This design comes from an exercise in tuning for small area, a short achievable clock period and few clock cycles on the open sky130 flow, not from production work.
Only simulation tests tie the RTL to the original design; equivalence was not proved.

== trial 58 ==
## y86_pipe
module y86_pipe(input wire clk,
	input wire rst,
	output wire [63:0] imem_addr,
	input wire [79:0] imem_data,
	output wire [63:0] dmem_addr,
	output wire [63:0] dmem_wdata,
	output wire dmem_wen,
	input wire [63:0] dmem_rdata,
	output wire [1:0] stat);
	reg [9:0] pc;           
	reg pc_bad;             
	reg [2:0] cc;           
	reg [1:0] stop_stat;    
	reg [63:0] rf [0:14];
	reg [10:0] ras0, ras1;  
	reg a_v;                
	reg [1:0] a_fstat;      
	reg [9:0] a_pc;         
	reg a_pcbad;
	reg [1:0] a_alu;        
	reg a_ofm;              
	reg a_setcc;
	reg a_cmov;
	reg [3:0] a_ifun;
	reg a_jp;               
	reg [10:0] a_valP;      
	reg a_rd, a_wr;         
	reg a_aB;               
	reg a_ret;
	reg [3:0] a_wdst;       
	reg a_wM;
	reg a_rspE;             
	reg [1:0] a_sA, a_sB, a_sD;  
	reg [63:0] a_opA, a_opB, a_data;
	reg m_v;
	reg [1:0] m_fstat;
	reg m_merr;             
	reg m_rd, m_wr;
	reg m_ret;
	reg [9:0] m_addr;
	reg [10:0] m_rsp;       
	reg [14:0] m_fw;        
	reg m_rs;               
	reg m_wM;
	reg m_rspE;
	reg m_setcc;            
	reg m_zf, m_of;
	reg [63:0] m_val;       
	reg r_miss;             
	reg [9:0] r_pc;         
	reg r_bad;
	wire mv = m_v;
	wire [1:0] m_code = (m_fstat != 2'd0) ? m_fstat : m_merr ? 2'd2 : 2'd0;
	wire stopping = mv & (m_code != 2'd0);
	wire halted = stop_stat != 2'd0;
	assign dmem_addr = {54'd0, m_addr};
	assign dmem_wdata = m_val;
	assign dmem_wen = mv & m_wr & ~m_merr;
	assign stat = stop_stat | (mv ? m_code : 2'd0);
	wire [10:0] rsp_m = m_rsp;
	wire [63:0] m_valE = m_rspE ? {53'd0, rsp_m} : m_val;
	wire [14:0] fw = m_fw & {15{~r_miss}};
	wire rs = m_rs & ~r_miss;
	wire [14:0] m_mk = fw | {10'd0, rs, 4'd0};
	wire [63:0] w = m_wM ? dmem_rdata : m_val;
	wire [2:0] cc_now = (mv & m_setcc) ? {m_zf, m_val[63], m_of} : cc;
	always @(posedge clk) begin
		if (rst)
			cc <= 3'b100;
		else
			cc <= cc_now;
	end
	integer i;
	always @(posedge clk) begin
		for (i = 0; i < 15; i = i + 1)
  ...
Settings: LEC_CHECK=0, CAP_MARGIN=20, CORE_MARGIN=2, CORE_UTILIZATION=55, PLACE_DENSITY=0.7, SETUP_SLACK_MARGIN=5, SLEW_MARGIN=20, TNS_END_PERCENT=10; clock period 9.0 ns.
run.sh (not shown) runs the stock make flow with config.mk's settings and CLKGATE_MAP_FILE= SYNTH_SCRIPT=/design/flow/synth_recipe.tcl, a recipe that flattens the netlist after the stock synthesis.
Trial 58 ran to completion and came out clean on the timing, DRC and antenna checks.
Testbench counts of trial 58, summed over its fixed seeds: cycles 20,243.
## Diff of input files: build 16 against trial 58
diff --git a/flow/design.v b/flow/design.v
--- a/flow/design.v
+++ b/flow/design.v
@@ -38,38 +38,38 @@
 	reg m_rd, m_wr;
 	reg m_ret;
 	reg [9:0] m_addr;
 	reg [10:0] m_rsp;       
 	reg [14:0] m_fw;        
 	reg m_rs;               
 	reg m_wM;
 	reg m_rspE;
 	reg m_setcc;            
-	reg m_zf, m_of;
+	reg m_of;
 	reg [63:0] m_val;       
 	reg r_miss;             
 	reg [9:0] r_pc;         
 	reg r_bad;
 	wire mv = m_v;
 	wire [1:0] m_code = (m_fstat != 2'd0) ? m_fstat : m_merr ? 2'd2 : 2'd0;
 	wire stopping = mv & (m_code != 2'd0);
 	wire halted = stop_stat != 2'd0;
 	assign dmem_addr = {54'd0, m_addr};
 	assign dmem_wdata = m_val;
 	assign dmem_wen = mv & m_wr & ~m_merr;
 	assign stat = stop_stat | (mv ? m_code : 2'd0);
 	wire [10:0] rsp_m = m_rsp;
 	wire [63:0] m_valE = m_rspE ? {53'd0, rsp_m} : m_val;
 	wire [14:0] fw = m_fw & {15{~r_miss}};
 	wire rs = m_rs & ~r_miss;
 	wire [14:0] m_mk = fw | {10'd0, rs, 4'd0};
 	wire [63:0] w = m_wM ? dmem_rdata : m_val;
-	wire [2:0] cc_now = (mv & m_setcc) ? {m_zf, m_val[63], m_of} : cc;
+	wire [2:0] cc_now = (mv & m_setcc) ? {m_val == 64'd0, m_val[63], m_of} : cc;
 	always @(posedge clk) begin
 		if (rst)
 			cc <= 3'b100;
 		else
 			cc <= cc_now;
 	end
 	integer i;
 	always @(posedge clk) begin
 		for (i = 0; i < 15; i = i + 1)
@@ -94,22 +94,18 @@
 	wire [63:0] inv = {64{a_alu == 2'd1}};
 	wire [63:0] opA = (a_sA == 2'd1) ? (m_valE ^ inv) : (a_sA == 2'd2) ? (dmem_rdata ^ inv) : a_opA;
 	wire [63:0] opB = (a_sB == 2'd1) ? m_valE : (a_sB == 2'd2) ? dmem_rdata : a_opB;
 	wire [63:0] data = (a_sD == 2'd1) ? m_valE : (a_sD == 2'd2) ? dmem_rdata : a_data;
 	wire [64:0] sum_c = {opB, 1'b1} + {opA, a_alu == 2'd1};
 	wire [63:0] sum = sum_c[64:1];
 	wire [63:0] ax = opB ^ opA;
 	wire [63:0] valE = (a_alu == 2'd2) ? (opB & opA) : (a_alu == 2'd3) ? ax : sum;
 	wire a_of = a_ofm & (opA[63] == opB[63]) & (sum[63] != opB[63]);
-	wire [63:0] ao = opB | opA;
-	wire sum_zero = (&(ax[63:1] ~^ ao[62:0])) & (ax[0] == (a_alu == 2'd1));
-	wire [63:0] lres = a_alu[0] ? ax : (opB & opA);
-	wire a_zf = a_alu[1] ? (lres == 64'd0) : sum_zero;
 	function cond(input [3:0] fn, input [2:0] c);
 		cond = (fn == 4'h0) |
 			(fn == 4'h1 & ((c[1] ^ c[0]) | c[2])) |
 			(fn == 4'h2 & (c[1] ^ c[0])) |
 			(fn == 4'h3 & c[2]) |
 			(fn == 4'h4 & ~c[2]) |
 			(fn == 4'h5 & ~(c[1] ^ c[0])) |
 			(fn == 4'h6 & (~(c[1] ^ c[0]) & ~c[2]));
 	endfunction
@@ -132,19 +128,18 @@
 		m_addr <= addr_c[9:0];
 		m_rsp <= {1'b0, addr_c[9:0]} + {7'd0, a_aB, 3'd0};
 		for (i = 0; i < 15; i = i + 1)
 			m_fw[i] <= ~rst & a_go & ~(a_cmov & ~a_cnd) & (a_wdst == i);
 		m_rs <= ~rst & a_go & a_rspE & ~(a_wdst == 4'd4 & ~(a_cmov & ~a_cnd));
 		m_wM <= a_wM;
 		m_rspE <= a_rspE;
 		m_setcc <= a_setcc;
 		m_of <= a_of;
-		m_zf <= a_zf;
 		m_val <= a_wr ? data : valE;
 	end
 	wire [3:0] icode = imem_data[7:4];
 	wire [3:0] ifun = imem_data[3:0];
 	wire [3:0] rA = imem_data[15:12];
 	wire [3:0] rB = imem_data[11:8];
 	wire ok = ~pc_bad;
 	wire i_halt = icode == 4'h0;
 	wire i_cmov = icode == 4'h2;
Against trial 58 as the reference, build 16 delivers a lower power.
Going from trial 58 to build 16, multi-input logic portion of the cell area lost 1.3 points, wire length lower.
Detailed placement HPWL down 11% in build 16 wrt trial 58
Die area went down by a few percent going from trial 58 to build 16.
Of trial 58 and build 16, the run reporting the lower synthesized-area fraction occupied by xor and xnor cells was build 16.
[compare] base=trial 58 new=build 16: final instance area fell by about 4.5%, number of buffers added on ports about even, number of flip-flops and latches flat.
Clock period minus worst slack, trial 58 and build 16: lower on trial 58
Testbench counts of build 16, summed over its fixed seeds: cycles 20,243.

## re-timing with driven ports
Ports are ideal in the flow. The routed layouts listed here were re-timed in OpenROAD. Step 1 sets driving cells, clkbuf_16 on the clock port and buf_2 on the other inputs (assumed; they add their load-dependent delay and slew). Step 2 also shifts input and output timing later by t, the mid clock arrival at the registers, as if the neighbouring blocks saw the same clock. Three values: no drivers, after step 1, after step 2; two values: the first two.
run	t, ns	setup WS [ns]	worst setup path after step 2	worst register clock-pin slew, ns
trial 58	0.883	4.359 / 4.429 / 3.547	input to register	0.07 / 0.07
build 16	0.879	4.198 / 4.252 / 3.373	input to register	0.07 / 0.07
After both steps every run listed still meets setup and hold. The setup slack of build 16, which loses most, moves by +0.054 ns with the drivers and by -0.825 ns with both steps.
